This is an optimization exercise on Yosys and OpenROAD, whose aim is small area and a short achievable clock period, not a production implementation. Where RTL was checked, it was by simulation tests only, not by an equivalence proof against the original. For run 1, only the layout was checked, not whether the RTL still works. Power and IR drop assume default switching activity.

## flow/design.v (module list and top-level ports; edited modules follow where they fit)
// module div_uu: 11769 lines
// module g0: 5 lines
// module g1: 5 lines
// module g2: 5 lines
// module g3: 5 lines
// module g4: 5 lines
// module g5: 5 lines
// module g6: 5 lines
// module g7: 5 lines
// module g8: 5 lines
// module g9: 5 lines
// module g10: 5 lines
// module g11: 5 lines
// module g12: 5 lines
// module g13: 5 lines
// module g14: 5 lines
// module g15: 5 lines
// module g16: 5 lines
// module g17: 5 lines
// module g18: 5 lines
// module g19: 5 lines
// module g20: 5 lines
module div_uu(clk, rst, ena, iready, z, d, q, s, div0, ovf, oready);
  // ...
==> flow/flow/run.sh <==
#!/bin/bash
# Standard layout, with one change: after the standard synthesis, every
# sky130_fd_sc_hd__a21oi_2 that synthesis picked for a gate module is set
# back to sky130_fd_sc_hd__a21oi_1 (same pins and function); the later
# repair steps size up again whatever timing needs.
set -euo pipefail
bash standard.sh synth > synth.log 2>&1
R=orfs/results/${FLOW_PLATFORM}/div_uu/base
grep -c 'sky130_fd_sc_hd__a21oi_2 ' "$R/1_2_yosys.v" > downsize.log || true
sed -i 's/\bsky130_fd_sc_hd__a21oi_2 /sky130_fd_sc_hd__a21oi_1 /' "$R/1_2_yosys.v"
grep -c 'sky130_fd_sc_hd__a21oi_1 ' "$R/1_2_yosys.v" >> downsize.log || true
rm -f "$R/1_synth.odb" "$R/1_synth.sdc"
bash standard.sh finish > finish.log 2>&1
==> flow/standard.sh <==
#!/bin/bash
# synth_recipe.tcl (not shown) runs the flow's synth.tcl, then flattens the netlist and writes it again
# the make line also repeats each setting of config.mk as NAME=value (left out here)
make -C /OpenROAD-flow-scripts/flow DESIGN_CONFIG=/design/flow/config.mk WORK_HOME=/design/flow/orfs CLKGATE_MAP_FILE= SYNTH_SCRIPT=/design/flow/synth_recipe.tcl "${@:-finish}"
==> flow/config.mk <==
export PLATFORM = sky130hd
export DESIGN_NAME = div_uu
export DESIGN_NICKNAME = div_uu
export VERILOG_FILES = /design/flow/design.v
export SDC_FILE = /design/flow/constraint.sdc
export NUM_CORES = 4
export LEC_CHECK = 0
export CAP_MARGIN = 20
export CORE_MARGIN = 2
export CORE_UTILIZATION = 55
export CTS_CLUSTER_SIZE = 30
export SETUP_SLACK_MARGIN = 3.0
export SLEW_MARGIN = 20
export SYNTH_HIERARCHICAL = 1
export SYNTH_MINIMUM_KEEP_SIZE = 0
==> flow/constraint.sdc <==
create_clock -name core_clock -period 5.5 [get_ports {clk}]
set_input_delay 1.1000 -clock core_clock [delete_from_list [all_inputs] [get_ports {clk}]]
set_output_delay 1.1000 -clock core_clock [all_outputs]
set_load 0.01 [all_outputs]
==> results.json, run 1 <==
{
  "status": "no timing/DRC/antenna violations",
  "p_seq_share_pct": 37.0,
  "multi_input_area_share_pct": 31.2,
  "use_met2_pct": 42.5,
  "min_path_cells": 0,
  "ios": 167,
  "crit_type": "reg -> reg",
  "drv_slew": 0,
  "synth_cells": 14700,
  "largest_reg_flops": 64,
  "place_congestion": 0.881,
  "synth_fp_nets": 14800,
  "clk_share_pct": 6.17,
  "clock_latency_ps": 940,
  "placed_area_sq_um": 163000,
  "instances_no_fill": 19900,
  "peakVddDrop_v": 0.000320,
  "critical_path.top_delay_family": "compound AO/OA/AOI/OAI gates",
  "use_met3_pct": 2.37,
  "clockBufferDepth": 4,
  "placed_cells": 18700,
  "cp.depth": 9,
  "worst_slack_ps": 2920,
  "final_cell_mix": "edfxtp_1, inv_1, nand2_1",
  "antenna_found_initial": 2,
  "grt_pass1_vias": 105000,
  "ant_nets": 0,
  "ff_latch_area_sq_um": 95800,
  "fin_crit_ps": 2580,
  "drive_gt1_share_pct": 13.7,
  "r2r_end": "R20[15]",
  "nFlopsAndLatches": 3202,
  "worst_ep_required_time_ps": 6120,
  "rsz0062_at_grt": "true",
  "synth_area_per_cell_sq_um": 10.5,
  "dp_slack_ps": 1640
}
==> inputs of run 2 (changes only) <==
--- a/flow/design.v
+++ b/flow/design.v
@@ -1,116 +1,111 @@
 module div_uu(clk, rst, ena, iready, z, d, q, s, div0, ovf, oready);
   input         clk, rst, ena, iready;
   input  [63:0] z;
   input  [31:0] d;
   output [31:0] q, s;
   output        div0, ovf, oready;
   reg    [31:0] q, s;
   reg           div0, ovf, oready;
-  reg [63:0] Z0; reg [31:0] N0; reg V0;
-  always @(posedge clk) begin
-    if (ena) begin Z0 <= z; N0 <= ~d; end
-    if (rst) V0 <= 1'b0; else if (ena) V0 <= iready;
-  end
-  wire n1; g0 un1(N0[0], n1);
-  wire n2; g0 un2(N0[1], n2);
-  wire n3; g0 un3(N0[2], n3);
-  wire n4; g0 un4(N0[3], n4);
-  wire n5; g0 un5(N0[4], n5);
-  wire n6; g0 un6(N0[5], n6);
-  wire n7; g0 un7(N0[6], n7);
-  wire n8; g0 un8(N0[7], n8);
-  wire n9; g0 un9(N0[8], n9);
-  wire n10; g0 un10(N0[9], n10);
-  wire n11; g0 un11(N0[10], n11);
-  wire n12; g0 un12(N0[11], n12);
-  wire n13; g0 un13(N0[12], n13);
-  wire n14; g0 un14(N0[13], n14);
-  wire n15; g0 un15(N0[14], n15);
-  wire n16; g0 un16(N0[15], n16);
-  wire n17; g0 un17(N0[16], n17);
-  wire n18; g0 un18(N0[17], n18);
-  wire n19; g0 un19(N0[18], n19);
-  wire n20; g0 un20(N0[19], n20);
-  wire n21; g0 un21(N0[20], n21);
-  wire n22; g0 un22(N0[21], n22);
-  wire n23; g0 un23(N0[22], n23);
-  wire n24; g0 un24(N0[23], n24);
-  wire n25; g0 un25(N0[24], n25);
-  wire n26; g0 un26(N0[25], n26);
-  wire n27; g0 un27(N0[26], n27);
-  wire n28; g0 un28(N0[27], n28);
-  wire n29; g0 un29(N0[28], n29);
-  wire n30; g0 un30(N0[29], n30);
-  wire n31; g0 un31(N0[30], n31);
-  wire n32; g0 un32(N0[31], n32);
-  wire n33; g1 un33(Z0[32], n1, n33);
-  wire n34; g2 un34(Z0[33], N0[1], n34);
-  wire n35; g3 un35(Z0[33], N0[1], n35);
-  wire n36; g2 un36(Z0[34], N0[2], n36);
-  wire n37; g3 un37(Z0[34], N0[2], n37);
-  wire n38; g2 un38(Z0[35], N0[3], n38);
-  wire n39; g3 un39(Z0[35], N0[3], n39);
-  wire n40; g2 un40(Z0[36], N0[4], n40);
-  wire n41; g3 un41(Z0[36], N0[4], n41);
-  wire n42; g2 un42(Z0[37], N0[5], n42);
-  wire n43; g3 un43(Z0[37], N0[5], n43);
-  wire n44; g2 un44(Z0[38], N0[6], n44);
-  wire n45; g3 un45(Z0[38], N0[6], n45);
-  wire n46; g2 un46(Z0[39], N0[7], n46);
-  wire n47; g3 un47(Z0[39], N0[7], n47);
-  wire n48; g2 un48(Z0[40], N0[8], n48);
-  wire n49; g3 un49(Z0[40], N0[8], n49);
-  wire n50; g2 un50(Z0[41], N0[9], n50);
-  wire n51; g3 un51(Z0[41], N0[9], n51);
-  wire n52; g2 un52(Z0[42], N0[10], n52);
-  wire n53; g3 un53(Z0[42], N0[10], n53);
-  wire n54; g2 un54(Z0[43], N0[11], n54);
-  wire n55; g3 un55(Z0[43], N0[11], n55);
-  wire n56; g2 un56(Z0[44], N0[12], n56);
-  wire n57; g3 un57(Z0[44], N0[12], n57);
-  wire n58; g2 un58(Z0[45], N0[13], n58);
-  wire n59; g3 un59(Z0[45], N0[13], n59);
-  wire n60; g2 un60(Z0[46], N0[14], n60);
-  wire n61; g3 un61(Z0[46], N0[14], n61);
-  wire n62; g2 un62(Z0[47], N0[15], n62);
-  wire n63; g3 un63(Z0[47], N0[15], n63);
-  wire n64; g2 un64(Z0[48], N0[16], n64);
-  wire n65; g3 un65(Z0[48], N0[16], n65);
-  wire n66; g2 un66(Z0[49], N0[17], n66);
-  wire n67; g3 un67(Z0[49], N0[17], n67);
-  wire n68; g2 un68(Z0[50], N0[18], n68);
-  wire n69; g3 un69(Z0[50], N0[18], n69);
-  wire n70; g2 un70(Z0[51], N0[19], n70);
-  wire n71; g3 un71(Z0[51], N0[19], n71);
-  wire n72; g2 un72(Z0[52], N0[20], n72);
-  wire n73; g3 un73(Z0[52], N0[20], n73);
-  wire n74; g2 un74(Z0[53], N0[21], n74);
-  wire n75; g3 un75(Z0[53], N0[21], n75);
-  wire n76; g2 un76(Z0[54], N0[22], n76);
-  wire n77; g3 un77(Z0[54], N0[22], n77);
-  wire n78; g2 un78(Z0[55], N0[23], n78);
-  wire n79; g3 un79(Z0[55], N0[23], n79);
-  wire n80; g2 un80(Z0[56], N0[24], n80);
-  wire n81; g3 un81(Z0[56], N0[24], n81);
-  wire n82; g2 un82(Z0[57], N0[25], n82);
-  wire n83; g3 un83(Z0[57], N0[25], n83);
-  wire n84; g2 un84(Z0[58], N0[26], n84);
-  wire n85; g3 un85(Z0[58], N0[26], n85);
-  wire n86; g2 un86(Z0[59], N0[27], n86);
-  wire n87; g3 un87(Z0[59], N0[27], n87);
-  wire n88; g2 un88(Z0[60], N0[28], n88);
-  wire n89; g3 un89(Z0[60], N0[28], n89);
-  wire n90; g2 un90(Z0[61], N0[29], n90);
-  wire n91; g3 un91(Z0[61], N0[29], n91);
-  wire n92; g2 un92(Z0[62], N0[30], n92);
-  wire n93; g3 un93(Z0[62], N0[30], n93);
-  wire n94; g2 un94(Z0[63], N0[31], n94);
-  wire n95; g3 un95(Z0[63], N0[31], n95);
+  wire n1; g0 un1(d[0], n1);
+  wire n2; g0 un2(d[1], n2);
+  wire n3; g0 un3(d[2], n3);
+  wire n4; g0 un4(d[3], n4);
+  wire n5; g0 un5(d[4], n5);
+  wire n6; g0 un6(d[5], n6);
+  wire n7; g0 un7(d[6], n7);
+  wire n8; g0 un8(d[7], n8);
+  wire n9; g0 un9(d[8], n9);
+  wire n10; g0 un10(d[9], n10);
+  wire n11; g0 un11(d[10], n11);
+  wire n12; g0 un12(d[11], n12);
+  wire n13; g0 un13(d[12], n13);
+  wire n14; g0 un14(d[13], n14);
+  wire n15; g0 un15(d[14], n15);
+  wire n16; g0 un16(d[15], n16);
+  wire n17; g0 un17(d[16], n17);
+  wire n18; g0 un18(d[17], n18);
+  wire n19; g0 un19(d[18], n19);
+  wire n20; g0 un20(d[19], n20);
+  wire n21; g0 un21(d[20], n21);
+  wire n22; g0 un22(d[21], n22);
+  wire n23; g0 un23(d[22], n23);
+  wire n24; g0 un24(d[23], n24);
+  wire n25; g0 un25(d[24], n25);
+  wire n26; g0 un26(d[25], n26);
+  wire n27; g0 un27(d[26], n27);
+  wire n28; g0 un28(d[27], n28);
+  wire n29; g0 un29(d[28], n29);
+  wire n30; g0 un30(d[29], n30);
+  wire n31; g0 un31(d[30], n31);
+  wire n32; g0 un32(d[31], n32);
+  wire n33; g1 un33(z[32], d[0], n33);
+  wire n34; g2 un34(z[33], n2, n34);
+  wire n35; g3 un35(z[33], n2, n35);
+  wire n36; g2 un36(z[34], n3, n36);
+  wire n37; g3 un37(z[34], n3, n37);
+  wire n38; g2 un38(z[35], n4, n38);
+  wire n39; g3 un39(z[35], n4, n39);
+  wire n40; g2 un40(z[36], n5, n40);
+  wire n41; g3 un41(z[36], n5, n41);
+  wire n42; g2 un42(z[37], n6, n42);
+  wire n43; g3 un43(z[37], n6, n43);
+  wire n44; g2 un44(z[38], n7, n44);
+  wire n45; g3 un45(z[38], n7, n45);
+  wire n46; g2 un46(z[39], n8, n46);
+  wire n47; g3 un47(z[39], n8, n47);
+  wire n48; g2 un48(z[40], n9, n48);
+  wire n49; g3 un49(z[40], n9, n49);
+  wire n50; g2 un50(z[41], n10, n50);
+  wire n51; g3 un51(z[41], n10, n51);
+  wire n52; g2 un52(z[42], n11, n52);
+  wire n53; g3 un53(z[42], n11, n53);
+  wire n54; g2 un54(z[43], n12, n54);
+  wire n55; g3 un55(z[43], n12, n55);
+  wire n56; g2 un56(z[44], n13, n56);
+  wire n57; g3 un57(z[44], n13, n57);
+  wire n58; g2 un58(z[45], n14, n58);
+  wire n59; g3 un59(z[45], n14, n59);
+  wire n60; g2 un60(z[46], n15, n60);
+  wire n61; g3 un61(z[46], n15, n61);
+  wire n62; g2 un62(z[47], n16, n62);
+  wire n63; g3 un63(z[47], n16, n63);
+  wire n64; g2 un64(z[48], n17, n64);
+  wire n65; g3 un65(z[48], n17, n65);
+  wire n66; g2 un66(z[49], n18, n66);
+  wire n67; g3 un67(z[49], n18, n67);
+  wire n68; g2 un68(z[50], n19, n68);
+  wire n69; g3 un69(z[50], n19, n69);
+  wire n70; g2 un70(z[51], n20, n70);
+  wire n71; g3 un71(z[51], n20, n71);
+  wire n72; g2 un72(z[52], n21, n72);
+  wire n73; g3 un73(z[52], n21, n73);
+  wire n74; g2 un74(z[53], n22, n74);
+  wire n75; g3 un75(z[53], n22, n75);
+  wire n76; g2 un76(z[54], n23, n76);
+  wire n77; g3 un77(z[54], n23, n77);
+  wire n78; g2 un78(z[55], n24, n78);
+  wire n79; g3 un79(z[55], n24, n79);
+  wire n80; g2 un80(z[56], n25, n80);
+  wire n81; g3 un81(z[56], n25, n81);
+  wire n82; g2 un82(z[57], n26, n82);
+  wire n83; g3 un83(z[57], n26, n83);
+  wire n84; g2 un84(z[58], n27, n84);
+  wire n85; g3 un85(z[58], n27, n85);
+  wire n86; g2 un86(z[59], n28, n86);
+  wire n87; g3 un87(z[59], n28, n87);
+  wire n88; g2 un88(z[60], n29, n88);
+  wire n89; g3 un89(z[60], n29, n89);
+  wire n90; g2 un90(z[61], n30, n90);
+  wire n91; g3 un91(z[61], n30, n91);
+  wire n92; g2 un92(z[62], n31, n92);
+  wire n93; g3 un93(z[62], n31, n93);
+  wire n94; g2 un94(z[63], n32, n94);
+  wire n95; g3 un95(z[63], n32, n95);
   wire n96; g4 un96(n34, n35, n33, n96);
   wire n97; g4 un97(n38, n39, n36, n97);
   wire n98; g5 un98(n39, n37, n98);
   wire n99; g4 un99(n42, n43, n40, n99);
   wire n100; g5 un100(n43, n41, n100);
   wire n101; g4 un101(n46, n47, n44, n101);
   wire n102; g5 un102(n47, n45, n102);
   wire n103; g4 un103(n50, n51, n48, n103);
@@ -256,112 +251,112 @@
   wire n243; g6 un243(n217, n219, n235, n243);
   wire n244; g4 un244(n220, n221, n215, n244);
   wire n245; g4 un245(n222, n223, n215, n245);
   wire n246; g6 un246(n224, n225, n235, n246);
   wire n247; g4 un247(n226, n227, n215, n247);
   wire n248; g6 un248(n228, n229, n235, n248);
   wire n249; g6 un249(n230, n231, n235, n249);
   wire n250; g4 un250(n232, n233, n215, n250);
-  wire n251; g2 un251(Z0[31], N0[0], n251);
-  wire n252; g3 un252(Z0[31], N0[0], n252);
-  wire n253; g8 un253(Z0[31], N0[0], n252, n253);
-  wire n254; g2 un254(Z0[32], N0[1], n254);
-  wire n255; g3 un255(Z0[32], N0[1], n255);
-  wire n256; g8 un256(Z0[32], N0[1], n255, n256);
-  wire n257; g2 un257(Z0[33], N0[2], n257);
-  wire n258; g3 un258(Z0[33], N0[2], n258);
-  wire n259; g8 un259(Z0[33], N0[2], n258, n259);
-  wire n260; g2 un260(Z0[34], N0[3], n260);
-  wire n261; g3 un261(Z0[34], N0[3], n261);
-  wire n262; g8 un262(Z0[34], N0[3], n261, n262);
-  wire n263; g2 un263(Z0[35], N0[4], n263);
-  wire n264; g3 un264(Z0[35], N0[4], n264);
-  wire n265; g8 un265(Z0[35], N0[4], n264, n265);
-  wire n266; g2 un266(Z0[36], N0[5], n266);
-  wire n267; g3 un267(Z0[36], N0[5], n267);
-  wire n268; g8 un268(Z0[36], N0[5], n267, n268);
-  wire n269; g2 un269(Z0[37], N0[6], n269);
-  wire n270; g3 un270(Z0[37], N0[6], n270);
-  wire n271; g8 un271(Z0[37], N0[6], n270, n271);
-  wire n272; g2 un272(Z0[38], N0[7], n272);
-  wire n273; g3 un273(Z0[38], N0[7], n273);
-  wire n274; g8 un274(Z0[38], N0[7], n273, n274);
-  wire n275; g2 un275(Z0[39], N0[8], n275);
-  wire n276; g3 un276(Z0[39], N0[8], n276);
-  wire n277; g8 un277(Z0[39], N0[8], n276, n277);
-  wire n278; g2 un278(Z0[40], N0[9], n278);
-  wire n279; g3 un279(Z0[40], N0[9], n279);
-  wire n280; g8 un280(Z0[40], N0[9], n279, n280);
-  wire n281; g2 un281(Z0[41], N0[10], n281);
-  wire n282; g3 un282(Z0[41], N0[10], n282);
-  wire n283; g8 un283(Z0[41], N0[10], n282, n283);
-  wire n284; g2 un284(Z0[42], N0[11], n284);
-  wire n285; g3 un285(Z0[42], N0[11], n285);
-  wire n286; g8 un286(Z0[42], N0[11], n285, n286);
-  wire n287; g2 un287(Z0[43], N0[12], n287);
-  wire n288; g3 un288(Z0[43], N0[12], n288);
-  wire n289; g8 un289(Z0[43], N0[12], n288, n289);
-  wire n290; g2 un290(Z0[44], N0[13], n290);
-  wire n291; g3 un291(Z0[44], N0[13], n291);
-  wire n292; g8 un292(Z0[44], N0[13], n291, n292);
-  wire n293; g2 un293(Z0[45], N0[14], n293);
-  wire n294; g3 un294(Z0[45], N0[14], n294);
-  wire n295; g8 un295(Z0[45], N0[14], n294, n295);
-  wire n296; g2 un296(Z0[46], N0[15], n296);
-  wire n297; g3 un297(Z0[46], N0[15], n297);
-  wire n298; g8 un298(Z0[46], N0[15], n297, n298);
-  wire n299; g2 un299(Z0[47], N0[16], n299);
-  wire n300; g3 un300(Z0[47], N0[16], n300);
-  wire n301; g8 un301(Z0[47], N0[16], n300, n301);
-  wire n302; g2 un302(Z0[48], N0[17], n302);
-  wire n303; g3 un303(Z0[48], N0[17], n303);
-  wire n304; g8 un304(Z0[48], N0[17], n303, n304);
-  wire n305; g2 un305(Z0[49], N0[18], n305);
-  wire n306; g3 un306(Z0[49], N0[18], n306);
-  wire n307; g8 un307(Z0[49], N0[18], n306, n307);
-  wire n308; g2 un308(Z0[50], N0[19], n308);
-  wire n309; g3 un309(Z0[50], N0[19], n309);
-  wire n310; g8 un310(Z0[50], N0[19], n309, n310);
-  wire n311; g2 un311(Z0[51], N0[20], n311);
-  wire n312; g3 un312(Z0[51], N0[20], n312);
-  wire n313; g8 un313(Z0[51], N0[20], n312, n313);
-  wire n314; g2 un314(Z0[52], N0[21], n314);
-  wire n315; g3 un315(Z0[52], N0[21], n315);
-  wire n316; g8 un316(Z0[52], N0[21], n315, n316);
-  wire n317; g2 un317(Z0[53], N0[22], n317);
-  wire n318; g3 un318(Z0[53], N0[22], n318);
-  wire n319; g8 un319(Z0[53], N0[22], n318, n319);
-  wire n320; g2 un320(Z0[54], N0[23], n320);
-  wire n321; g3 un321(Z0[54], N0[23], n321);
-  wire n322; g8 un322(Z0[54], N0[23], n321, n322);
-  wire n323; g2 un323(Z0[55], N0[24], n323);
-  wire n324; g3 un324(Z0[55], N0[24], n324);
-  wire n325; g8 un325(Z0[55], N0[24], n324, n325);
-  wire n326; g2 un326(Z0[56], N0[25], n326);
-  wire n327; g3 un327(Z0[56], N0[25], n327);
-  wire n328; g8 un328(Z0[56], N0[25], n327, n328);
-  wire n329; g2 un329(Z0[57], N0[26], n329);
-  wire n330; g3 un330(Z0[57], N0[26], n330);
-  wire n331; g8 un331(Z0[57], N0[26], n330, n331);
-  wire n332; g2 un332(Z0[58], N0[27], n332);
-  wire n333; g3 un333(Z0[58], N0[27], n333);
-  wire n334; g8 un334(Z0[58], N0[27], n333, n334);
-  wire n335; g2 un335(Z0[59], N0[28], n335);
-  wire n336; g3 un336(Z0[59], N0[28], n336);
-  wire n337; g8 un337(Z0[59], N0[28], n336, n337);
-  wire n338; g2 un338(Z0[60], N0[29], n338);
-  wire n339; g3 un339(Z0[60], N0[29], n339);
-  wire n340; g8 un340(Z0[60], N0[29], n339, n340);
-  wire n341; g2 un341(Z0[61], N0[30], n341);
-  wire n342; g3 un342(Z0[61], N0[30], n342);
-  wire n343; g8 un343(Z0[61], N0[30], n342, n343);
-  wire n344; g2 un344(Z0[62], N0[31], n344);
-  wire n345; g3 un345(Z0[62], N0[31], n345);
-  wire n346; g8 un346(Z0[62], N0[31], n345, n346);
+  wire n251; g2 un251(z[31], n1, n251);
+  wire n252; g3 un252(z[31], n1, n252);
+  wire n253; g8 un253(z[31], n1, n252, n253);
+  wire n254; g2 un254(z[32], n2, n254);
+  wire n255; g3 un255(z[32], n2, n255);
+  wire n256; g8 un256(z[32], n2, n255, n256);
+  wire n257; g2 un257(z[33], n3, n257);
+  wire n258; g3 un258(z[33], n3, n258);
+  wire n259; g8 un259(z[33], n3, n258, n259);
+  wire n260; g2 un260(z[34], n4, n260);
+  wire n261; g3 un261(z[34], n4, n261);
+  wire n262; g8 un262(z[34], n4, n261, n262);
+  wire n263; g2 un263(z[35], n5, n263);
+  wire n264; g3 un264(z[35], n5, n264);
+  wire n265; g8 un265(z[35], n5, n264, n265);
+  wire n266; g2 un266(z[36], n6, n266);
+  wire n267; g3 un267(z[36], n6, n267);
+  wire n268; g8 un268(z[36], n6, n267, n268);
+  wire n269; g2 un269(z[37], n7, n269);
+  wire n270; g3 un270(z[37], n7, n270);
+  wire n271; g8 un271(z[37], n7, n270, n271);
+  wire n272; g2 un272(z[38], n8, n272);
+  wire n273; g3 un273(z[38], n8, n273);
+  wire n274; g8 un274(z[38], n8, n273, n274);
+  wire n275; g2 un275(z[39], n9, n275);
+  wire n276; g3 un276(z[39], n9, n276);
+  wire n277; g8 un277(z[39], n9, n276, n277);
+  wire n278; g2 un278(z[40], n10, n278);
+  wire n279; g3 un279(z[40], n10, n279);
+  wire n280; g8 un280(z[40], n10, n279, n280);
+  wire n281; g2 un281(z[41], n11, n281);
+  wire n282; g3 un282(z[41], n11, n282);
+  wire n283; g8 un283(z[41], n11, n282, n283);
+  wire n284; g2 un284(z[42], n12, n284);
+  wire n285; g3 un285(z[42], n12, n285);
+  wire n286; g8 un286(z[42], n12, n285, n286);
+  wire n287; g2 un287(z[43], n13, n287);
+  wire n288; g3 un288(z[43], n13, n288);
+  wire n289; g8 un289(z[43], n13, n288, n289);
+  wire n290; g2 un290(z[44], n14, n290);
+  wire n291; g3 un291(z[44], n14, n291);
+  wire n292; g8 un292(z[44], n14, n291, n292);
+  wire n293; g2 un293(z[45], n15, n293);
+  wire n294; g3 un294(z[45], n15, n294);
+  wire n295; g8 un295(z[45], n15, n294, n295);
+  wire n296; g2 un296(z[46], n16, n296);
+  wire n297; g3 un297(z[46], n16, n297);
+  wire n298; g8 un298(z[46], n16, n297, n298);
+  wire n299; g2 un299(z[47], n17, n299);
+  wire n300; g3 un300(z[47], n17, n300);
+  wire n301; g8 un301(z[47], n17, n300, n301);
+  wire n302; g2 un302(z[48], n18, n302);
+  wire n303; g3 un303(z[48], n18, n303);
+  wire n304; g8 un304(z[48], n18, n303, n304);
+  wire n305; g2 un305(z[49], n19, n305);
+  wire n306; g3 un306(z[49], n19, n306);
+  wire n307; g8 un307(z[49], n19, n306, n307);
+  wire n308; g2 un308(z[50], n20, n308);
+  wire n309; g3 un309(z[50], n20, n309);
+  wire n310; g8 un310(z[50], n20, n309, n310);
+  wire n311; g2 un311(z[51], n21, n311);
+  wire n312; g3 un312(z[51], n21, n312);
+  wire n313; g8 un313(z[51], n21, n312, n313);
+  wire n314; g2 un314(z[52], n22, n314);
+  wire n315; g3 un315(z[52], n22, n315);
+  wire n316; g8 un316(z[52], n22, n315, n316);
+  wire n317; g2 un317(z[53], n23, n317);
+  wire n318; g3 un318(z[53], n23, n318);
+  wire n319; g8 un319(z[53], n23, n318, n319);
+  wire n320; g2 un320(z[54], n24, n320);
+  wire n321; g3 un321(z[54], n24, n321);
+  wire n322; g8 un322(z[54], n24, n321, n322);
+  wire n323; g2 un323(z[55], n25, n323);
+  wire n324; g3 un324(z[55], n25, n324);
+  wire n325; g8 un325(z[55], n25, n324, n325);
+  wire n326; g2 un326(z[56], n26, n326);
+  wire n327; g3 un327(z[56], n26, n327);
+  wire n328; g8 un328(z[56], n26, n327, n328);
+  wire n329; g2 un329(z[57], n27, n329);
+  wire n330; g3 un330(z[57], n27, n330);
+  wire n331; g8 un331(z[57], n27, n330, n331);
+  wire n332; g2 un332(z[58], n28, n332);
+  wire n333; g3 un333(z[58], n28, n333);
+  wire n334; g8 un334(z[58], n28, n333, n334);
+  wire n335; g2 un335(z[59], n29, n335);
+  wire n336; g3 un336(z[59], n29, n336);
+  wire n337; g8 un337(z[59], n29, n336, n337);
+  wire n338; g2 un338(z[60], n30, n338);
+  wire n339; g3 un339(z[60], n30, n339);
+  wire n340; g8 un340(z[60], n30, n339, n340);
+  wire n341; g2 un341(z[61], n31, n341);
+  wire n342; g3 un342(z[61], n31, n342);
+  wire n343; g8 un343(z[61], n31, n342, n343);
+  wire n344; g2 un344(z[62], n32, n344);
+  wire n345; g3 un345(z[62], n32, n345);
+  wire n346; g8 un346(z[62], n32, n345, n346);
   wire n347; g4 un347(n254, n255, n252, n347);
   wire n348; g4 un348(n260, n261, n257, n348);
   wire n349; g5 un349(n261, n258, n349);
   wire n350; g4 un350(n266, n267, n263, n350);
   wire n351; g5 un351(n267, n264, n351);
   wire n352; g4 un352(n272, n273, n269, n352);
   wire n353; g5 un353(n273, n270, n353);
   wire n354; g4 un354(n278, n279, n275, n354);
@@ -508,92 +503,92 @@
   wire n495; g4 un495(n471, n472, n466, n495);
   wire n496; g4 un496(n473, n474, n466, n496);
   wire n497; g6 un497(n475, n476, n486, n497);
   wire n498; g4 un498(n477, n478, n466, n498);
   wire n499; g6 un499(n479, n480, n486, n499);
   wire n500; g6 un500(n481, n482, n486, n500);
   wire n501; g4 un501(n483, n484, n466, n501);
   wire n502; g4 un502(n483, n484, n466, n502);
-  wire n503; g3 un503(Z0[63], n502, n503);
+  wire n503; g3 un503(z[63], n502, n503);
   wire n504; g4 un504(n483, n484, n466, n504);
-  wire n505; g3 un505(Z0[63], n504, n505);
+  wire n505; g3 un505(z[63], n504, n505);
   wire n506; g4 un506(n483, n484, n466, n506);
-  wire n507; g3 un507(Z0[63], n506, n507);
+  wire n507; g3 un507(z[63], n506, n507);
   wire n508; g4 un508(n483, n484, n466, n508);
-  wire n509; g3 un509(Z0[63], n508, n509);
+  wire n509; g3 un509(z[63], n508, n509);
   wire n510; g9 un510(n253, n510);
-  wire n511; g10 un511(n503, n510, Z0[31], n511);
+  wire n511; g10 un511(n503, n510, z[31], n511);
   wire n512; g11 un512(n256, n252, n512);
-  wire n513; g10 un513(n503, n512, Z0[32], n513);
+  wire n513; g10 un513(n503, n512, z[32], n513);
   wire n514; g12 un514(n259, n347, n514);
-  wire n515; g10 un515(n503, n514, Z0[33], n515);
+  wire n515; g10 un515(n503, n514, z[33], n515);
   wire n516; g12 un516(n262, n379, n516);
-  wire n517; g10 un517(n503, n516, Z0[34], n517);
+  wire n517; g10 un517(n503, n516, z[34], n517);
   wire n518; g11 un518(n265, n380, n518);
-  wire n519; g10 un519(n503, n518, Z0[35], n519);
+  wire n519; g10 un519(n503, n518, z[35], n519);
   wire n520; g12 un520(n268, n423, n520);
-  wire n521; g10 un521(n503, n520, Z0[36], n521);
+  wire n521; g10 un521(n503, n520, z[36], n521);
   wire n522; g11 un522(n271, n425, n522);
-  wire n523; g10 un523(n503, n522, Z0[37], n523);
+  wire n523; g10 un523(n503, n522, z[37], n523);
   wire n524; g11 un524(n274, n426, n524);
-  wire n525; g10 un525(n503, n524, Z0[38], n525);
+  wire n525; g10 un525(n503, n524, z[38], n525);
   wire n526; g12 un526(n277, n427, n526);
-  wire n527; g10 un527(n505, n526, Z0[39], n527);
+  wire n527; g10 un527(n505, n526, z[39], n527);
   wire n528; g12 un528(n280, n459, n528);
-  wire n529; g10 un529(n505, n528, Z0[40], n529);
+  wire n529; g10 un529(n505, n528, z[40], n529);
   wire n530; g11 un530(n283, n460, n530);
-  wire n531; g10 un531(n505, n530, Z0[41], n531);
+  wire n531; g10 un531(n505, n530, z[41], n531);
   wire n532; g11 un532(n286, n461, n532);
-  wire n533; g10 un533(n505, n532, Z0[42], n533);
+  wire n533; g10 un533(n505, n532, z[42], n533);
   wire n534; g12 un534(n289, n462, n534);
-  wire n535; g10 un535(n505, n534, Z0[43], n535);
+  wire n535; g10 un535(n505, n534, z[43], n535);
   wire n536; g11 un536(n292, n463, n536);
-  wire n537; g10 un537(n505, n536, Z0[44], n537);
+  wire n537; g10 un537(n505, n536, z[44], n537);
   wire n538; g12 un538(n295, n464, n538);
-  wire n539; g10 un539(n505, n538, Z0[45], n539);
+  wire n539; g10 un539(n505, n538, z[45], n539);
   wire n540; g12 un540(n298, n465, n540);
-  wire n541; g10 un541(n505, n540, Z0[46], n541);
+  wire n541; g10 un541(n505, n540, z[46], n541);
   wire n542; g11 un542(n301, n466, n542);
-  wire n543; g10 un543(n507, n542, Z0[47], n543);
+  wire n543; g10 un543(n507, n542, z[47], n543);
   wire n544; g12 un544(n304, n485, n544);
-  wire n545; g10 un545(n507, n544, Z0[48], n545);
+  wire n545; g10 un545(n507, n544, z[48], n545);
   wire n546; g11 un546(n307, n487, n546);
-  wire n547; g10 un547(n507, n546, Z0[49], n547);
+  wire n547; g10 un547(n507, n546, z[49], n547);
   wire n548; g11 un548(n310, n488, n548);
-  wire n549; g10 un549(n507, n548, Z0[50], n549);
+  wire n549; g10 un549(n507, n548, z[50], n549);
   wire n550; g12 un550(n313, n489, n550);
-  wire n551; g10 un551(n507, n550, Z0[51], n551);
+  wire n551; g10 un551(n507, n550, z[51], n551);
   wire n552; g11 un552(n316, n490, n552);
-  wire n553; g10 un553(n507, n552, Z0[52], n553);
+  wire n553; g10 un553(n507, n552, z[52], n553);
   wire n554; g12 un554(n319, n491, n554);
-  wire n555; g10 un555(n507, n554, Z0[53], n555);
+  wire n555; g10 un555(n507, n554, z[53], n555);
   wire n556; g12 un556(n322, n492, n556);
-  wire n557; g10 un557(n507, n556, Z0[54], n557);
+  wire n557; g10 un557(n507, n556, z[54], n557);
   wire n558; g11 un558(n325, n493, n558);
-  wire n559; g10 un559(n509, n558, Z0[55], n559);
+  wire n559; g10 un559(n509, n558, z[55], n559);
   wire n560; g11 un560(n328, n494, n560);
-  wire n561; g10 un561(n509, n560, Z0[56], n561);
+  wire n561; g10 un561(n509, n560, z[56], n561);
   wire n562; g12 un562(n331, n495, n562);
-  wire n563; g10 un563(n509, n562, Z0[57], n563);
+  wire n563; g10 un563(n509, n562, z[57], n563);
   wire n564; g12 un564(n334, n496, n564);
-  wire n565; g10 un565(n509, n564, Z0[58], n565);
+  wire n565; g10 un565(n509, n564, z[58], n565);
   wire n566; g11 un566(n337, n497, n566);
-  wire n567; g10 un567(n509, n566, Z0[59], n567);
+  wire n567; g10 un567(n509, n566, z[59], n567);
   wire n568; g12 un568(n340, n498, n568);
-  wire n569; g10 un569(n509, n568, Z0[60], n569);
+  wire n569; g10 un569(n509, n568, z[60], n569);
   wire n570; g11 un570(n343, n499, n570);
-  wire n571; g10 un571(n509, n570, Z0[61], n571);
+  wire n571; g10 un571(n509, n570, z[61], n571);
   wire n572; g11 un572(n346, n500, n572);
-  wire n573; g10 un573(n509, n572, Z0[62], n573);
+  wire n573; g10 un573(n509, n572, z[62], n573);
   wire n574; g7 un574(n509, n574);
   reg [31:0] R1, X1, N1; reg O1, V1;
   always @(posedge clk) begin
-    if (ena) begin R1 <= {n573, n571, n569, n567, n565, n563, n561, n559, n557, n555, n553, n551, n549, n547, n545, n543, n541, n539, n537, n535, n533, n531, n529, n527, n525, n523, n521, n519, n517, n515, n513, n511}; X1 <= {~Z0[30], Z0[29], Z0[28], Z0[27], Z0[26], Z0[25], Z0[24], Z0[23], Z0[22], Z0[21], Z0[20], Z0[19], Z0[18], Z0[17], Z0[16], Z0[15], Z0[14], Z0[13], Z0[12], Z0[11], Z0[10], Z0[9], Z0[8], Z0[7], Z0[6], Z0[5], Z0[4], Z0[3], Z0[2], Z0[1], Z0[0], n574}; N1 <= {n32, n31, n30, n29, n28, n27, n26, n25, n24, n23, n22, n21, n20, n19, n18, n17, n16, n15, n14, n13, n12, n11, n10, n9, n8, n7, n6, n5, n4, n3, n2, n1}; O1 <= n250; end
-    if (rst) V1 <= 1'b0; else if (ena) V1 <= V0;
+    if (ena) begin R1 <= {n573, n571, n569, n567, n565, n563, n561, n559, n557, n555, n553, n551, n549, n547, n545, n543, n541, n539, n537, n535, n533, n531, n529, n527, n525, n523, n521, n519, n517, n515, n513, n511}; X1 <= {~z[30], z[29], z[28], z[27], z[26], z[25], z[24], z[23], z[22], z[21], z[20], z[19], z[18], z[17], z[16], z[15], z[14], z[13], z[12], z[11], z[10], z[9], z[8], z[7], z[6], z[5], z[4], z[3], z[2], z[1], z[0], n574}; N1 <= {d[31], d[30], d[29], d[28], d[27], d[26], d[25], d[24], d[23], d[22], d[21], d[20], d[19], d[18], d[17], d[16], d[15], d[14], d[13], d[12], d[11], d[10], d[9], d[8], d[7], d[6], d[5], d[4], d[3], d[2], d[1], d[0]}; O1 <= n250; end
+    if (rst) V1 <= 1'b0; else if (ena) V1 <= iready;
   end
   wire n575; g0 un575(N1[0], n575);
   wire n576; g0 un576(N1[1], n576);
   wire n577; g0 un577(N1[2], n577);
   wire n578; g0 un578(N1[3], n578);
   wire n579; g0 un579(N1[4], n579);
   wire n580; g0 un580(N1[5], n580);
   wire n581; g0 un581(N1[6], n581);
==> flow/run.sh (new file) <==
#!/bin/bash
# synth_recipe.tcl (not shown) runs the flow's synth.tcl, then flattens the netlist and writes it again
# the make line also repeats each setting of config.mk as NAME=value (left out here)
make -C /OpenROAD-flow-scripts/flow DESIGN_CONFIG=/design/flow/config.mk WORK_HOME=/design/flow/orfs CLKGATE_MAP_FILE= SYNTH_SCRIPT=/design/flow/synth_recipe.tcl finish
==> flow/config.mk (replaced) <==
export PLATFORM = sky130hd
export DESIGN_NAME = div_uu
export DESIGN_NICKNAME = div_uu
export VERILOG_FILES = /design/flow/design.v
export SDC_FILE = /design/flow/constraint.sdc
export NUM_CORES = 4
export LEC_CHECK = 0
export CAP_MARGIN = 20
export CORE_MARGIN = 2
export CORE_UTILIZATION = 50
export CTS_BUF_LIST = sky130_fd_sc_hd__clkbuf_8
export SETUP_SLACK_MARGIN = 2.7
export SLEW_MARGIN = 20
export SYNTH_HIERARCHICAL = 1
export SYNTH_MINIMUM_KEEP_SIZE = 0
removed: flow/flow/run.sh
removed: flow/standard.sh
==> run 2 against run 1 <==
Effect of this change: first-iteration DRC count decreased by 8.8%; utilization is 8.6 points lower; setup slack worse by 230 ps; critical path depth decreased by 8; highest routed layer is now met5.
==> results.json, run 2 <==
{
  "path_buf_inv": 1,
  "synth_edf_count": 3073,
  "synth_common_cells": "edfxtp_1, nor2_1, nand2_1",
  "nets": 15700,
  "synth_cells": 14600,
  "syn_area_sq_um": 159000,
  "synth_area_per_cell_sq_um": 10.9,
  "area_delta_synth_final_pct": 13.2,
  "top_layer_used": "met5",
  "slowest_delay_ps": 450,
  "drtIter0Drc": 5899,
  "routedWlPerCell_microns": 17.1,
  "clock.fmax_ghz": 0.356,
  "fp.dieH_microns": 568,
  "postCtsHoldBufs": 0,
  "arrival_ps": 1710,
  "grt_max_degree": 173,
  "ys_async_sr_fraction_pct": 0,
  "overflow": 0,
  "synthTopCellsByArea": "edfxtp_1, a21oi_2, mux2i_1",
  "setup_tns_ps": 0,
  "finalHoldViolCount": 0,
  "drive_gt1_share_pct": 20.0,
  "yosys_register_bits": 3105,
  "crit_type": "reg -> out",
  "die-area_sq_um": 323000,
  "met2_length_microns": 178000,
  "clockRootBuffer": "clkbuf_8",
  "worst_setup_path_start_kind": "register",
  "crit_path_top_delay_cell": "edfxtp_1",
  "hp-class": "reg -> reg",
  "clockBufferDepth": 4,
  "synth_top_area_share_pct": 57.9,
  "grt_pass1_vias": 107000,
  "combPwrFrac_pct": 42.9,
  "dr_wl_met3_microns": 11200,
  "synth_cell_type_count": 16,
  "power_leakage_nw": 71.1,
  "drv_slew": 0,
  "clock_latency_ps": 1150,
  "switchingPower_mw": 41.1,
  "worst_ep_required_time_ps": 4400,
  "synth_top_cell_by_area": "edfxtp_1",
  "finClkSkew_ps": 72.0,
  "final_cell_mix": "edfxtp_1, inv_1, nand2_1",
  "fin_crit_ps": 2810,
  "vias_per_cell": 5.27,
  "fill_cells": 26500,
  "placed_area_sq_um": 167000,
  "multi_input_area_sq_um": 61100,
  "max_cap_violations": 0,
  "m1WireLength_microns": 141000,
  "antenna_found_initial": 2,
  "setup_viol": 0,
  "synth_warnings": 7,
  "die_width_microns": 568,
  "period_share_pct": 51.1,
  "synth_fp_nets": 14700,
  "grt_pass1_wl_microns": 549000,
  "rows": 207,
  "design_area_sq_um": 180000,
  "power.share.switching_pct": 39.9,
  "portBuffers": 166,
  "peakVddDrop_v": 0.000294,
  "ios": 167,
  "track_usage_pct": 20.8,
  "worst_slew_pin_slew_ps": 1020,
  "cts_sinks": 3105,
  "clk_pin_slew_ps": 60,
  "cts_max_level": 6,
  "critical_path.top_delay_family": "flip-flops",
  "power.share.clock_pct": 18.8,
  "place_congestion": 0.861,
  "worst_slew_margin_rel_pct": 31.9,
  "vias": 106000,
  "final_common_cell": "edfxtp_1",
  "end_kind": "primary output",
  "ys.flop_type": "edfxtp_1",
  "start_util_pct": 50.2,
  "status": "no timing/DRC/antenna violations",
  "cts_tree": "done",
  "wl_microns": 344000,
  "placed_cells": 19000,
  "cts_buffers": 547,
  "instances_no_fill": 20100,
  "ant_nets": 0,
  "worstPathMaxFanout": 1,
  "post-dp-hpwl_microns": 248000,
  "internal-power_mw": 61.9,
  "cellPowerDensity_nw_per_um2": 571,
  "p_seq_share_pct": 38.3,
  "synth_most_common_cell": "edfxtp_1",
  "dr.pass1.iters": 8,
  "ff_latch_area_sq_um": 92900,
  "rrSetupSlack_ps": 2780,
  "drcViolationCount": 0,
  "rsz0062_at_grt": "true",
  "core_area_sq_um": 318000,
  "cp_cell_sequence": "buf_6",
  "synth-seq-area-share_pct": 58.3
}
[run 2: power groups by stage]
stage | clock network (mW) | registers, mW | logic, mW
detailed placement | 0 | 39.9 | 41.3
global placement | 0 | 39.8 | 40.1
global route | 21.1 | 40.2 | 48.7
CTS | 20.1 | 39.5 | 43.3
finish | 19.3 | 39.4 | 44.2
floorplan | 0 | 37.9 | 31.9
[run 2: path summary, 6_finish.rpt]
kind / to / cells after the start / start
worst max-delay path: q[6] / 1 / q[6]
worst min-delay path: X19[5] / 0 / X18[4]
worst max register to register: R22[15] / 8 / R21[15]
worst min register to register: X19[5] / 0 / X18[4]
[run 2: logic make-up (layout without fill, tap and decap cells)]
group / after synthesis / count (layout) / synth area share, %
simple gates: 3844 / 3844 / 9.08
other cells: 0 / 3 / 0
flops: 3105 / 3105 / 58.3
mux: 1056 / 1056 / 6.63
compound gates: 3711 / 3711 / 16.0
xor+xnor: 992 / 992 / 5.45
buf+inv: 1895 / 3253 / 4.50
[run 2: final cells by class]
cell class / count / area share, %
antenna: 3 / 0.00416
clock buffer: 559 / 4.27
clock inverter: 389 / 1.13
inverter: 1888 / 3.98
multi-input combinational: 9603 / 33.9
sequential: 3105 / 51.5
tap: 4180 / 2.90
timing repair buffer: 417 / 2.30
[run 2: metal layers]
layer  global-route usage, %  up-vias
met5                       0        -
met4                    8.32        2
met3                    2.61      710
met2                    38.5     1956
met1                    24.2    50700
li1                        -    52700
[run 2: what timing repair did]
action | 4_1_cts | 5_1_grt
resized for setup | 584 | 190
buffers inserted | 86 | 68
gates cloned | 0 | 1
endpoints found under the hold margin | 0 | 0
endpoints found under the setup margin | 1117 | 788
pin swaps | 45 | 36
[run 2: stage by stage]
| stage | hold slack, ps | setup slack (ps) | power (mW) | utilization, % |
|---|---|---|---|---|
| finish | 383 | 2690 | 103 | 56.8 |
| global route | 393 | 2590 | 110 | 56.8 |
| CTS | 361 | 2510 | 103 | 56.4 |
| detailed placement | 405 | 1340 | 81.1 | 52.7 |
| global placement | 401 | 1120 | 79.9 | 52.7 |
| floorplan | 400 | 2660 | 69.8 | - |
[run 2: modules after synthesis, one instance, submodules excluded, a selection]
module | area [sq um] | cells inside | flip-flops and latches
g10 | 10.0 | 1 | 0
g8 | 8.76 | 1 | 0
g6 | 8.76 | 1 | 0
g7 | 3.75 | 1 | 0
g3 | 3.75 | 1 | 0
g5 | 3.75 | 1 | 0
g9 | 3.75 | 1 | 0
g17 | 3.75 | 1 | 0
==> inputs of run 3 (changes only) <==
==> flow/flow/run.sh (new file) <==
#!/bin/bash
# Standard layout, with one change: after the standard synthesis, every
# sky130_fd_sc_hd__a21oi_2 that synthesis picked for a gate module is set
# back to sky130_fd_sc_hd__a21oi_1 (same pins and function); the later
# repair steps size up again whatever timing needs.
set -euo pipefail
bash standard.sh synth > synth.log 2>&1
R=orfs/results/${FLOW_PLATFORM}/div_uu/base
grep -c 'sky130_fd_sc_hd__a21oi_2 ' "$R/1_2_yosys.v" > downsize.log || true
sed -i 's/\bsky130_fd_sc_hd__a21oi_2 /sky130_fd_sc_hd__a21oi_1 /' "$R/1_2_yosys.v"
grep -c 'sky130_fd_sc_hd__a21oi_1 ' "$R/1_2_yosys.v" >> downsize.log || true
rm -f "$R/1_synth.odb" "$R/1_synth.sdc"
bash standard.sh finish > finish.log 2>&1
==> flow/standard.sh (new file) <==
#!/bin/bash
# synth_recipe.tcl (not shown) runs the flow's synth.tcl, then flattens the netlist and writes it again
# the make line also repeats each setting of config.mk as NAME=value (left out here)
make -C /OpenROAD-flow-scripts/flow DESIGN_CONFIG=/design/flow/config.mk WORK_HOME=/design/flow/orfs CLKGATE_MAP_FILE= SYNTH_SCRIPT=/design/flow/synth_recipe.tcl "${@:-finish}"
--- a/flow/config.mk
+++ b/flow/config.mk
@@ -7,9 +7,9 @@
 export LEC_CHECK = 0
 export CAP_MARGIN = 20
 export CORE_MARGIN = 2
-export CORE_UTILIZATION = 50
-export CTS_BUF_LIST = sky130_fd_sc_hd__clkbuf_8
-export SETUP_SLACK_MARGIN = 2.7
+export CORE_UTILIZATION = 55
+export CTS_CLUSTER_SIZE = 30
+export SETUP_SLACK_MARGIN = 3.0
 export SLEW_MARGIN = 20
 export SYNTH_HIERARCHICAL = 1
 export SYNTH_MINIMUM_KEEP_SIZE = 0
removed: flow/run.sh
==> run 3 against run 2 <==
Effect of this change: first-iteration DRC count grew 14%; clock skew shrank 17 ps; global-route usage up 1.6 points; flip-flop and latch count unchanged; critical path depth unchanged; sequential power shrank 1%; combinational power grew 0.9%; largest power group unchanged; cell area is 0.33% higher; synthesized area down 4.4%; still clean; power is 2.8% higher.
==> results.json, run 3 <==
{
  "status": "no timing/DRC/antenna violations",
  "drtIter0Drc": 6738,
  "cts_sinks": 3105,
  "cts_buffers": 337,
  "vias_per_cell": 5.43,
  "cts_max_level": 5,
  "drive_gt1_share_pct": 14.4,
  "antenna_found_initial": 5,
  "post-dp-hpwl_microns": 228000,
  "switchingPower_mw": 40.0,
  "grt_pass1_vias": 104000,
  "die-area_sq_um": 281000,
  "worst_slew_margin_rel_pct": 29.0,
  "dr.pass1.iters": 6,
  "hp-class": "reg -> reg",
  "power.share.clock_pct": 21.0,
  "overflow": 0,
  "portBuffers": 166,
  "cellPowerDensity_nw_per_um2": 585,
  "track_usage_pct": 22.3,
  "internal-power_mw": 65.8,
  "r2r_cells": 9,
  "design_area_sq_um": 181000,
  "die_width_microns": 530,
  "period_share_pct": 47.9,
  "path_buf_inv": 1,
  "area_delta_synth_final_pct": 18.7,
  "ios": 167,
  "min_path_cells": 0,
  "ant_nets": 0,
  "worst_ep_required_time_ps": 4400,
  "wl_microns": 331000,
  "setup_tns_ps": 0,
  "nets": 15800,
  "p_seq_share_pct": 36.8,
  "critical_path.top_delay_family": "flip-flops",
  "end_kind": "primary output",
  "crit_type": "reg -> out",
  "fin_crit_ps": 2640,
  "rrSetupSlack_ps": 2990,
  "synth_warnings": 7,
  "grt_max_degree": 162,
  "core_area_sq_um": 276000,
  "worst_setup_path_start_kind": "register",
  "max_cap_violations": 0,
  "vias": 107000,
  "cts_tree": "done",
  "syn_area_sq_um": 152000,
  "placed_area_sq_um": 160000,
  "clockRootBuffer": "clkbuf_16",
  "clockBufferDepth": 4,
  "final_cell_mix": "edfxtp_1, inv_1, nand2_1",
  "peakVddDrop_v": 0.000356,
  "power.share.switching_pct": 37.8,
  "start_util_pct": 55.2,
  "finClkSkew_ps": 54.8,
  "synth_fp_nets": 14700,
  "grt_pass1_wl_microns": 512000,
  "crit_path_top_delay_cell": "edfxtp_1",
  "drcViolationCount": 0,
  "cp_cell_sequence": "buf_2",
  "clock_latency_ps": 920,
  "clock.fmax_ghz": 0.379,
  "setup_viol": 0,
  "routedWlPerCell_microns": 16.8,
  "reg2reg_from": "N15[1]",
  "fp.dieH_microns": 530,
  "synth_cells": 14600,
  "slowest_delay_ps": 470,
  "hp-start": "X21[30]",
  "rsz0062_at_grt": "true",
  "rows": 193,
  "combPwrFrac_pct": 42.2,
  "power_leakage_nw": 72.8,
  "finalHoldViolCount": 0,
  "drv_slew": 0,
  "clk_pin_slew_ps": 60,
  "place_congestion": 0.895,
  "final_common_cell": "edfxtp_1",
  "worst_slew_pin_slew_ps": 1050,
  "r2r_end": "R16[31]",
  "critPathLaunch": "q[3]",
  "synth_area_per_cell_sq_um": 10.4,
  "arrival_ps": 1540,
  "min_to": "X22[31]",
  "worstPathMaxFanout": 1
}
## run 3: worst max-delay path by stage
stage | cells past startpoint | endpoint | slack, ps
global placement | 8 | R5[15] | 1540
CTS | 1 | q[9] | 2770
detailed placement | 8 | R5[15] | 1500
finish | 1 | q[3] | 2860
global route | 1 | q[9] | 2780
floorplan | 8 | R1[24] | 2770
## run 3: metal layers
| metal | share of wire [%] | vias up | global-route usage [%] | wire length, microns |
|---|---|---|---|---|
| met1 | 38 | 50700 | 23.7 | 124000 |
| met4 | 5.6 | 6 | 13.2 | 18600 |
| met3 | 3.4 | 893 | 2.62 | 11100 |
| li1 | - | 53000 | - | - |
| met5 | 0.011 | - | 0 | 38 |
| met2 | 53 | 2348 | 42.2 | 177000 |
## run 3: power groups by stage
stage                     clock (mW)  combinational, mW  sequential, mW
final                           22.2               44.6            39.0
after global routing            23.6               48.8            39.7
after CTS                       22.8               40.6            38.8
after detailed placement           0               36.8            39.2
after global placement             0               35.3            39.0
after floorplan                    0               28.2            37.6
## run 3: stage by stage
stage	setup WS (ps)	power, mW	hold slack, ps	std cells	util (%)
after detailed placement	1500	75.9	405	18500	58.0
final	2860	106	400	19700	65.5
after global routing	2780	112	411	19700	65.5
after CTS	2770	102	397	19400	63.4
after global placement	1540	74.3	400	18500	58.0
after floorplan	2770	65.7	400	14600	-
## run 3: layout make-up
class,count,area [sq um]
fill,20900,95100
sequential,3105,92900
multi-input combinational,9606,57700
clock buffer,403,8770
timing repair buffer,772,7560
inverter,1888,7210
tap,3705,4640
clock inverter,207,2110
antenna,15,37.5
## run 3: repair_timing
item | in CTS | in global routing
cloned | 1 | 6
setup buffers | 210 | 319
gates resized for setup | 783 | 859
pin swaps | 147 | 262
setup endpoints to repair | 1123 | 1102
hold buffers | 0 | 0

what the ideal ports hide:
No port has a modelled driver above. Below, the same layouts with a new extraction and two added sets of constraints.
Step 1: set_driving_cell puts a clkbuf_16 on clk and a buf_2 on each other input, an assumption about the parent block.
Step 2, shift: input delay + t, output delay - t, t = (earliest + latest rising clock arrival at the registers) / 2. This alone moves slack from input paths to output paths.
Slacks: no drivers / after step 1 / after step 2; pairs: no drivers / after step 1.
run	t (ns)	setup WS [ns]	worst setup path at the end	worst data-port slew with drivers (ns)
run 1	1.006	2.925 / 2.864 / 2.278	input to register	0.08
run 2	1.213	2.692 / 2.597 / 1.731	input to register	0.09
run 3	0.989	2.864 / 2.764 / 2.168	input to register	0.08
After both steps setup and hold are still met in every run listed. The setup slack of run 2, which loses most, moves by -0.095 ns with the drivers and by -0.961 ns with both steps.
